Background: an optimization exercise with open tools, aiming at small area, a short achievable clock period and few clock cycles per item. Do not read the settings as production practice. Where RTL was checked, it was by simulation tests only, not by an equivalence proof against the original.

==> 06-09 <==
==> flow/design.v <==
module xoodoo_nc #(
    parameter [5:0] CUT = 6'b100101
) (
    input         clk,
    input         rst,    
    input         dv,
    input  [95:0] state,
    output [95:0] out,
    output        out_valid
);
    localparam integer NST = CUT[0] + CUT[1] + CUT[2] + CUT[3] + CUT[4] + 1;
    wire [95:0] h [0:6];
    assign h[0] = state;
    genvar k;
    generate
        for (k = 0; k < 6; k = k + 1) begin : g_half
            wire [95:0] c;
            if (k % 2 == 0) begin : g_a
                xoo_theta #(.RC(k == 0 ? 32'h380 : k == 2 ? 32'hF0 : 32'h1A0))
                    u_theta (.s(h[k]), .o(c));
            end else begin : g_b
                xoo_chi u_chi (.s(h[k]), .o(c));
            end
            if (CUT[k] || k == 5) begin : g_reg
                reg [95:0] r;
                always @(posedge clk) r <= c;
                assign h[k+1] = r;
            end else begin : g_comb
                assign h[k+1] = c;
            end
        end
    endgenerate
    assign out = h[6];
    reg  [NST-1:0] v;
    wire [NST:0]   v_in = {v, dv};
    always @(posedge clk) begin
        if (rst) v <= {NST{1'b0}};
        else     v <= v_in[NST-1:0];
    end
    assign out_valid = v[NST-1];
endmodule
module xoo_xor32 #(
    parameter [31:0] K = 32'h0
) (
    input  [31:0] a,
    input  [31:0] b,
    output [31:0] y
);
    assign y = a ^ b ^ K;
endmodule
module xoo_theta #(
    parameter [31:0] RC = 32'h0
) (
    input  [95:0] s,
    output [95:0] o
);
    wire [31:0] a0 = s[31:0], a1 = s[63:32], a2 = s[95:64];
    wire [31:0] p01, p, e, b0, b1, b2;
    xoo_xor32 u_p01 (.a(a0),  .b(a1), .y(p01));
    xoo_xor32 u_p   (.a(p01), .b(a2), .y(p));
    xoo_xor32 u_e   (.a({p[26:0], p[31:27]}), .b({p[17:0], p[31:18]}), .y(e));
    xoo_xor32 #(.K(RC)) u_b0 (.a(a0), .b(e), .y(b0));
    xoo_xor32 u_b1  (.a(a1), .b(e), .y(b1));
    xoo_xor32 u_b2  (.a(a2), .b(e), .y(b2));
    assign o = {b2[20:0], b2[31:21], b1, b0};
endmodule
module xoo_chi (
    input  [95:0] s,
    output [95:0] o
);
    wire [31:0] a0 = s[31:0], a1 = s[63:32], a2 = s[95:64];
    wire [31:0] b0 = a0 ^ (~a1 & a2);
    wire [31:0] b1 = a1 ^ (~a2 & a0);
    wire [31:0] b2 = a2 ^ (~a0 & a1);
    assign o = {b2[23:0], b2[31:24], b1[30:0], b1[31], b0};
endmodule
==> flow/flow/run.sh <==
#!/bin/bash
# The standard layout, with plain buffers (not delay cells) on the ports and
# no dummy loads in the clock tree.
set -euo pipefail
bash standard.sh "BUFFER_PORTS_ARGS=-buffer_cell sky130_fd_sc_hd__buf_2" \
  "CTS_ARGS=-sink_clustering_enable -repair_clock_nets -dont_use_dummy_load -sink_clustering_size 25 -sink_clustering_max_diameter 100" \
  finish > standard.log 2>&1
==> flow/standard.sh <==
#!/bin/bash
# synth_recipe.tcl (not shown) runs the flow's synth.tcl, then flattens the netlist and writes it again
# the make line also repeats each setting of config.mk as NAME=value (left out here)
make -C /OpenROAD-flow-scripts/flow DESIGN_CONFIG=/design/flow/config.mk WORK_HOME=/design/flow/orfs CLKGATE_MAP_FILE= SYNTH_SCRIPT=/design/flow/synth_recipe.tcl "${@:-finish}"
==> flow/config.mk <==
export PLATFORM = sky130hd
export DESIGN_NAME = xoodoo_nc
export DESIGN_NICKNAME = xoodoo_nc
export VERILOG_FILES = /design/flow/design.v
export SDC_FILE = /design/flow/constraint.sdc
export NUM_CORES = 4
export LEC_CHECK = 0
export CAP_MARGIN = 20
export CORE_MARGIN = 2
export CORE_UTILIZATION = 40
export SETUP_SLACK_MARGIN = 4.55
export SLEW_MARGIN = 20
export SYNTH_HIERARCHICAL = 1
==> flow/constraint.sdc <==
create_clock -name core_clock -period 7.0 [get_ports {clk}]
set_input_delay 1.4000 -clock core_clock [delete_from_list [all_inputs] [get_ports {clk}]]
set_output_delay 1.4000 -clock core_clock [all_outputs]
set_load 0.01 [all_outputs]
==> 10-11: changes against 06-09 <==
==> flow/flow/run.sh (replaced) <==
#!/bin/bash
# The standard layout, with plain buffers (not delay cells) on the ports.
set -euo pipefail
bash standard.sh "BUFFER_PORTS_ARGS=-buffer_cell sky130_fd_sc_hd__buf_1" finish > standard.log 2>&1
--- a/flow/config.mk
+++ b/flow/config.mk
@@ -9,5 +9,4 @@
 export CORE_MARGIN = 2
 export CORE_UTILIZATION = 40
-export SETUP_SLACK_MARGIN = 4.55
 export SLEW_MARGIN = 20
 export SYNTH_HIERARCHICAL = 1
==> run notes <==
| item | 06-09 | 10-11 |
|---|---|---|
| Run status | complete, no violations | complete, no violations |
| Slew Limit Headroom | 0.5110 | 0.5202 |
| Post-Route WL | 41070 um | 40750 um |
| Routed wl met2 | 20860 um | 20070 um |
| Sequential cell area | 0.005827 mm2 | 0.005826 mm2 |
| CP arrival | 2.86 ns | 3.23 ns |
| Stages on worst setup path | 9 | 8 |
| Max Fclk | 409.2 MHz | 356.2 MHz |
| Sequential portion of the cell area | 0.3003 | 0.3285 |
| TritonCTS buffer count | 16 | 34 |
| Fraction of area in non-clock buffers | 0.07100 | 0.04127 |
| Setup slack of the critical path after layout | 4.556 ns | 4.193 ns |
| Count of H-tree levels built during CTS | 1 | 2 |
Testbench counts of 06-09, summed over its fixed seeds: cycles 16,016, items 16,000.
Testbench counts of 10-11, summed over its fixed seeds: cycles 16,016, items 16,000.


==> violet: inputs <==
RTL: the design.v shown in full above, as it stands there.
clock: 7.0 ns
lec_check: 0
cap_margin: 20
core_margin: 2
core_utilization: 40
setup_slack_margin: 4.6
slew_margin: 20
synth_hierarchical: 1
run.sh (not shown) runs the stock make flow with config.mk's settings and CLKGATE_MAP_FILE= SYNTH_SCRIPT=/design/flow/synth_recipe.tcl, a recipe that flattens the netlist after the stock synthesis.
Stock flow here: none of the scripts above is used.
==> inputs of harbor, as changes to violet <==
==> flow/design.v (replaced) <==
module xoodoo_nc (
    input         clk,
    input         rst,    
    input         dv,
    input  [95:0] state,
    output [95:0] out,
    output        out_valid
);
    localparam [31:0] RC1 = 32'h00000380;
    localparam [31:0] RC2 = 32'h000000F0;
    localparam [31:0] RC3 = 32'h000001A0;
    wire [31:0] s0 = state[31:0], s1 = state[63:32], s2 = state[95:64];
    wire [31:0] d1, p1, e1, n0_1, t2_1;
    xoo_xor32 #(.K(RC1))  u1_d  (.a(s0), .b(s1), .y(d1));    
    xoo_xor32 #(.K(RC1))  u1_p  (.a(d1), .b(s2), .y(p1));    
    xoo_xor32             u1_e  (.a({p1[26:0], p1[31:27]}), .b({p1[17:0], p1[31:18]}), .y(e1));
    xoo_xor32 #(.K(~RC1)) u1_n0 (.a(s0), .b(e1), .y(n0_1));  
    xoo_xor32             u1_a2 (.a(s2), .b(e1), .y(t2_1));
    wire [31:0] a2_1 = {t2_1[20:0], t2_1[31:21]};
    reg [95:0] r1;    
    always @(posedge clk) r1 <= {a2_1, d1, n0_1};
    wire [31:0] q1_n0 = r1[31:0], q1_d = r1[63:32], q1_a2 = r1[95:64];
    wire [31:0] c1_b0, c1_g, c1_b1, c1_h, c1_b2;
    xoo_mux2i32           u2_b0 (.s(q1_a2), .a1(q1_d), .a0(q1_n0), .y(c1_b0));
    xoo_nand2b32          u2_g  (.a(q1_n0), .b(q1_a2), .y(c1_g));     
    xoo_xor32 #(.K(~32'h0)) u2_b1 (.a(q1_d), .b(c1_g), .y(c1_b1));
    xoo_nand2_32          u2_h  (.a(q1_n0), .b(q1_d), .y(c1_h));      
    xoo_xor32 #(.K(~32'h0)) u2_b2 (.a(q1_a2), .b(c1_h), .y(c1_b2));
    wire [31:0] x0_2 = c1_b0;
    wire [31:0] x1_2 = {c1_b1[30:0], c1_b1[31]};
    wire [31:0] x2_2 = {c1_b2[23:0], c1_b2[31:24]};
    wire [31:0] d2, p2, e2, n0_2, a1_2, t2_2;
    xoo_xor32 #(.K(RC2))  u2_d  (.a(x0_2), .b(x1_2), .y(d2));
    xoo_xor32 #(.K(RC2))  u2_p  (.a(d2), .b(x2_2), .y(p2));
    xoo_xor32             u2_e  (.a({p2[26:0], p2[31:27]}), .b({p2[17:0], p2[31:18]}), .y(e2));
    xoo_xor32 #(.K(~RC2)) u2_n0 (.a(x0_2), .b(e2), .y(n0_2));
    xoo_xor32             u2_a1 (.a(x1_2), .b(e2), .y(a1_2));
    xoo_xor32             u2_a2 (.a(x2_2), .b(e2), .y(t2_2));
    wire [31:0] a2_2 = {t2_2[20:0], t2_2[31:21]};
    wire [31:0] c2_b0, c2_nb1;
    xoo_mux2i32           u2_c0 (.s(a2_2), .a1(d2), .a0(n0_2), .y(c2_b0));
    xoo_mux2i32           u2_c1 (.s(a2_2), .a1(a1_2), .a0(d2), .y(c2_nb1));
    reg [95:0] r2;    
    always @(posedge clk) r2 <= {a2_2, c2_nb1, c2_b0};
    wire [31:0] q2_b0 = r2[31:0], q2_nb1 = r2[63:32], q2_a2 = r2[95:64];
    wire [31:0] c2_g, c2_b2;
    xoo_nor2_32           u3_g  (.a(q2_b0), .b(q2_nb1), .y(c2_g));    
    xoo_xor32             u3_b2 (.a(q2_a2), .b(c2_g), .y(c2_b2));
    wire [31:0] x0_3  = q2_b0;
    wire [31:0] x1n_3 = {q2_nb1[30:0], q2_nb1[31]};
    wire [31:0] x2_3  = {c2_b2[23:0], c2_b2[31:24]};
    wire [31:0] d3, p3, e3, n0_3, t2_3;
    xoo_xor32 #(.K(~RC3)) u3_d  (.a(x0_3), .b(x1n_3), .y(d3));
    xoo_xor32 #(.K(RC3))  u3_p  (.a(d3), .b(x2_3), .y(p3));
    xoo_xor32             u3_e  (.a({p3[26:0], p3[31:27]}), .b({p3[17:0], p3[31:18]}), .y(e3));
    xoo_xor32 #(.K(~RC3)) u3_n0 (.a(x0_3), .b(e3), .y(n0_3));
    xoo_xor32             u3_a2 (.a(x2_3), .b(e3), .y(t2_3));
    wire [31:0] a2_3 = {t2_3[20:0], t2_3[31:21]};
    wire [31:0] c3_b0, c3_g, c3_b1, c3_h, c3_b2;
    xoo_mux2i32           u3_b0 (.s(a2_3), .a1(d3), .a0(n0_3), .y(c3_b0));
    xoo_nand2b32          u3_gg (.a(n0_3), .b(a2_3), .y(c3_g));
    xoo_xor32 #(.K(~32'h0)) u3_b1 (.a(d3), .b(c3_g), .y(c3_b1));
    xoo_nand2_32          u3_h  (.a(n0_3), .b(d3), .y(c3_h));
    xoo_xor32 #(.K(~32'h0)) u3_b2o (.a(a2_3), .b(c3_h), .y(c3_b2));
    reg [95:0] r3;    
    always @(posedge clk)
        r3 <= {c3_b2[23:0], c3_b2[31:24], c3_b1[30:0], c3_b1[31], c3_b0};
    assign out = r3;
    reg [2:0] v;
    always @(posedge clk) begin
        if (rst) v <= 3'b000;
        else     v <= {v[1:0], dv};
    end
    assign out_valid = v[2];
endmodule
module xoo_xor32 #(
    parameter [31:0] K = 32'h0
) (
    input  [31:0] a,
    input  [31:0] b,
    output [31:0] y
);
    assign y = a ^ b ^ K;
endmodule
module xoo_mux2i32 (
    input  [31:0] s,
    input  [31:0] a1,
    input  [31:0] a0,
    output [31:0] y
);
    assign y = ~((s & a1) | (~s & a0));
endmodule
module xoo_nand2b32 (
    input  [31:0] a,
    input  [31:0] b,
    output [31:0] y
);
    assign y = ~(~a & b);
endmodule
module xoo_nand2_32 (
    input  [31:0] a,
    input  [31:0] b,
    output [31:0] y
);
    assign y = ~(a & b);
endmodule
module xoo_nor2_32 (
    input  [31:0] a,
    input  [31:0] b,
    output [31:0] y
);
    assign y = ~(a | b);
endmodule
==> flow/flow/run.sh (new file) <==
#!/bin/bash
# The standard layout, with plain buffers (not delay cells) on the ports.
set -euo pipefail
bash standard.sh "BUFFER_PORTS_ARGS=-buffer_cell sky130_fd_sc_hd__buf_2" finish > standard.log 2>&1
==> flow/standard.sh (new file) <==
#!/bin/bash
# synth_recipe.tcl (not shown) runs the flow's synth.tcl, then flattens the netlist and writes it again
# the make line also repeats each setting of config.mk as NAME=value (left out here)
make -C /OpenROAD-flow-scripts/flow DESIGN_CONFIG=/design/flow/config.mk WORK_HOME=/design/flow/orfs CLKGATE_MAP_FILE= SYNTH_SCRIPT=/design/flow/synth_recipe.tcl "${@:-finish}"
--- a/flow/config.mk
+++ b/flow/config.mk
@@ -9,4 +9,7 @@
 export CORE_MARGIN = 2
-export CORE_UTILIZATION = 40
-export SETUP_SLACK_MARGIN = 4.6
+export CORE_UTILIZATION = 60
+export CTS_CLUSTER_DIAMETER = 100
+export CTS_CLUSTER_SIZE = 25
+export PLACE_DENSITY = 0.7
+export SETUP_SLACK_MARGIN = 4.55
 export SLEW_MARGIN = 20
removed: flow/run.sh
==> inputs of zinc, as changes to violet <==
--- a/flow/design.v
+++ b/flow/design.v
@@ -1,3 +1,3 @@
 module xoodoo_nc #(
-    parameter [5:0] CUT = 6'b100101
+    parameter [5:0] CUT = 6'b110101
 ) (
==> flow/flow/run.sh (new file) <==
#!/bin/bash
# The standard layout, with plain buffers (not delay cells) on the ports.
set -euo pipefail
bash standard.sh "BUFFER_PORTS_ARGS=-buffer_cell sky130_fd_sc_hd__buf_2" finish > standard.log 2>&1
==> flow/standard.sh (new file) <==
#!/bin/bash
# synth_recipe.tcl (not shown) runs the flow's synth.tcl, then flattens the netlist and writes it again
# the make line also repeats each setting of config.mk as NAME=value (left out here)
make -C /OpenROAD-flow-scripts/flow DESIGN_CONFIG=/design/flow/config.mk WORK_HOME=/design/flow/orfs CLKGATE_MAP_FILE= SYNTH_SCRIPT=/design/flow/synth_recipe.tcl "${@:-finish}"
--- a/flow/config.mk
+++ b/flow/config.mk
@@ -10,3 +10,2 @@
 export CORE_UTILIZATION = 40
-export SETUP_SLACK_MARGIN = 4.6
 export SLEW_MARGIN = 20
removed: flow/run.sh
==> run_results.csv <==
group,metric,value,unit
run_status,status,"timing/DRC/antenna clean",
clock_tree,ctsResizeCount,670,
floorplan,fp.dieH,199,µm
cells_and_area,layout_commonest_cell,"xor2_1",
clock_tree,clock-sinks,291,
min_path,hp-start,"v[0]$_SDFF_PP0_",
cells_and_area,multi_input_area,12500,µm²
placement,place.gp.congestion,0.874,
logic_synthesis,syn-instance-count,1446,
logic_synthesis,synth_simple_gate_area_share,12.0,%
timing,final.setup.worst_slack,4.59,ns
global_route,grtUsageTotal,22.6,%
cells_and_area,final_cell_mix,"315 x xor2_1, 287 x nand2b_1, 256 x dfxtp_1",
worst_setup_path,required,7.44,ns
logic_synthesis,mappedNetlistNets,1545,
worst_setup_path,crit_chain,"nand2b_1, xnor2_4, xor2_1, xor2_2, buf_4, xor2_4, xor2_1, nand2b_1, xnor2_1",
Source of the figures above: violet

==> run_results.csv <==
group,metric,value,unit
worst_setup_path,crit_chain,"nand2b_1, xnor2_1, xor2_1, xor2_1, xor2_1, xor2_1",
logic_synthesis,mappedNetlistNets,1643,
global_route,grtUsageTotal,19.5,%
min_path,hp-start,"v[1]$_SDFF_PP0_",
cells_and_area,final_cell_mix,"566 x xor2_1, 388 x dfxtp_1, 298 x xnor2_1",
clock_tree,ctsResizeCount,0,
run_status,status,"timing/DRC/antenna clean",
cells_and_area,multi_input_area,9390,µm²
timing,final.setup.worst_slack,4.56,ns
Source of the figures above: zinc

==> run_results.csv <==
group,metric,value,unit
logic_synthesis,synth_simple_gate_area_share,5.66,%
logic_synthesis,syn-instance-count,1254,
global_route,grtUsageTotal,29.1,%
min_path,hp-start,"v[1]$_SDFF_PP0_",
worst_setup_path,crit_chain,"nand2b_1, xnor2_4, xor2_2, xor2_2, xor2_2, xor2_2, mux2i_1",
cells_and_area,final_cell_mix,"290 x dfxtp_1, 268 x xor2_1, 217 x xnor2_1",
run_status,status,"timing/DRC/antenna clean",
clock_tree,clock-sinks,291,
cells_and_area,layout_commonest_cell,"dfxtp_1",
cells_and_area,multi_input_area,9640,µm²
timing,final.setup.worst_slack,4.49,ns
Source of the figures above: harbor

Testbench counts of violet, summed over its fixed seeds: cycles 16,016, items 16,000.
Testbench counts of harbor, summed over its fixed seeds: cycles 16,016, items 16,000.
No functional check of the RTL was part of zinc.

static timing again, ports no longer ideal:
In the flow no input, the clock included, has a driving cell. The finished layouts below were timed again as built, in two steps.
Step 1, drivers: a clkbuf_16 drives clk and a buf_2 each remaining input, both assumed.
Step 2 also shifts input and output timing later by t, the mid clock arrival at the registers, as if the neighbouring blocks saw the same clock.
a / b / c = ideal ports / drivers / drivers and shift; a / b = the first two.
run | shift t [ns] | slack for setup (ns) | slew at the worst register clock pin (ns) | worst data-port slew with drivers (ns)
06-09 | 0.546 | 4.556 / 4.556 / 4.090 | 0.10 / 0.10 | 0.04
10-11 | 0.579 | 4.193 / 4.193 / 3.946 | 0.07 / 0.07 | 0.04
violet | 0.614 | 4.590 / 4.548 / 4.055 | 0.07 / 0.07 | 0.05
harbor | 0.537 | 4.494 / 4.494 / 4.081 | 0.10 / 0.10 | 0.04
zinc | 0.603 | 4.564 / 4.542 / 3.999 | 0.06 / 0.06 | 0.05
After both steps every run listed still meets setup and hold. For zinc, which loses most, drivers alone change the setup slack by -0.022 ns; drivers and shift together by -0.565 ns.
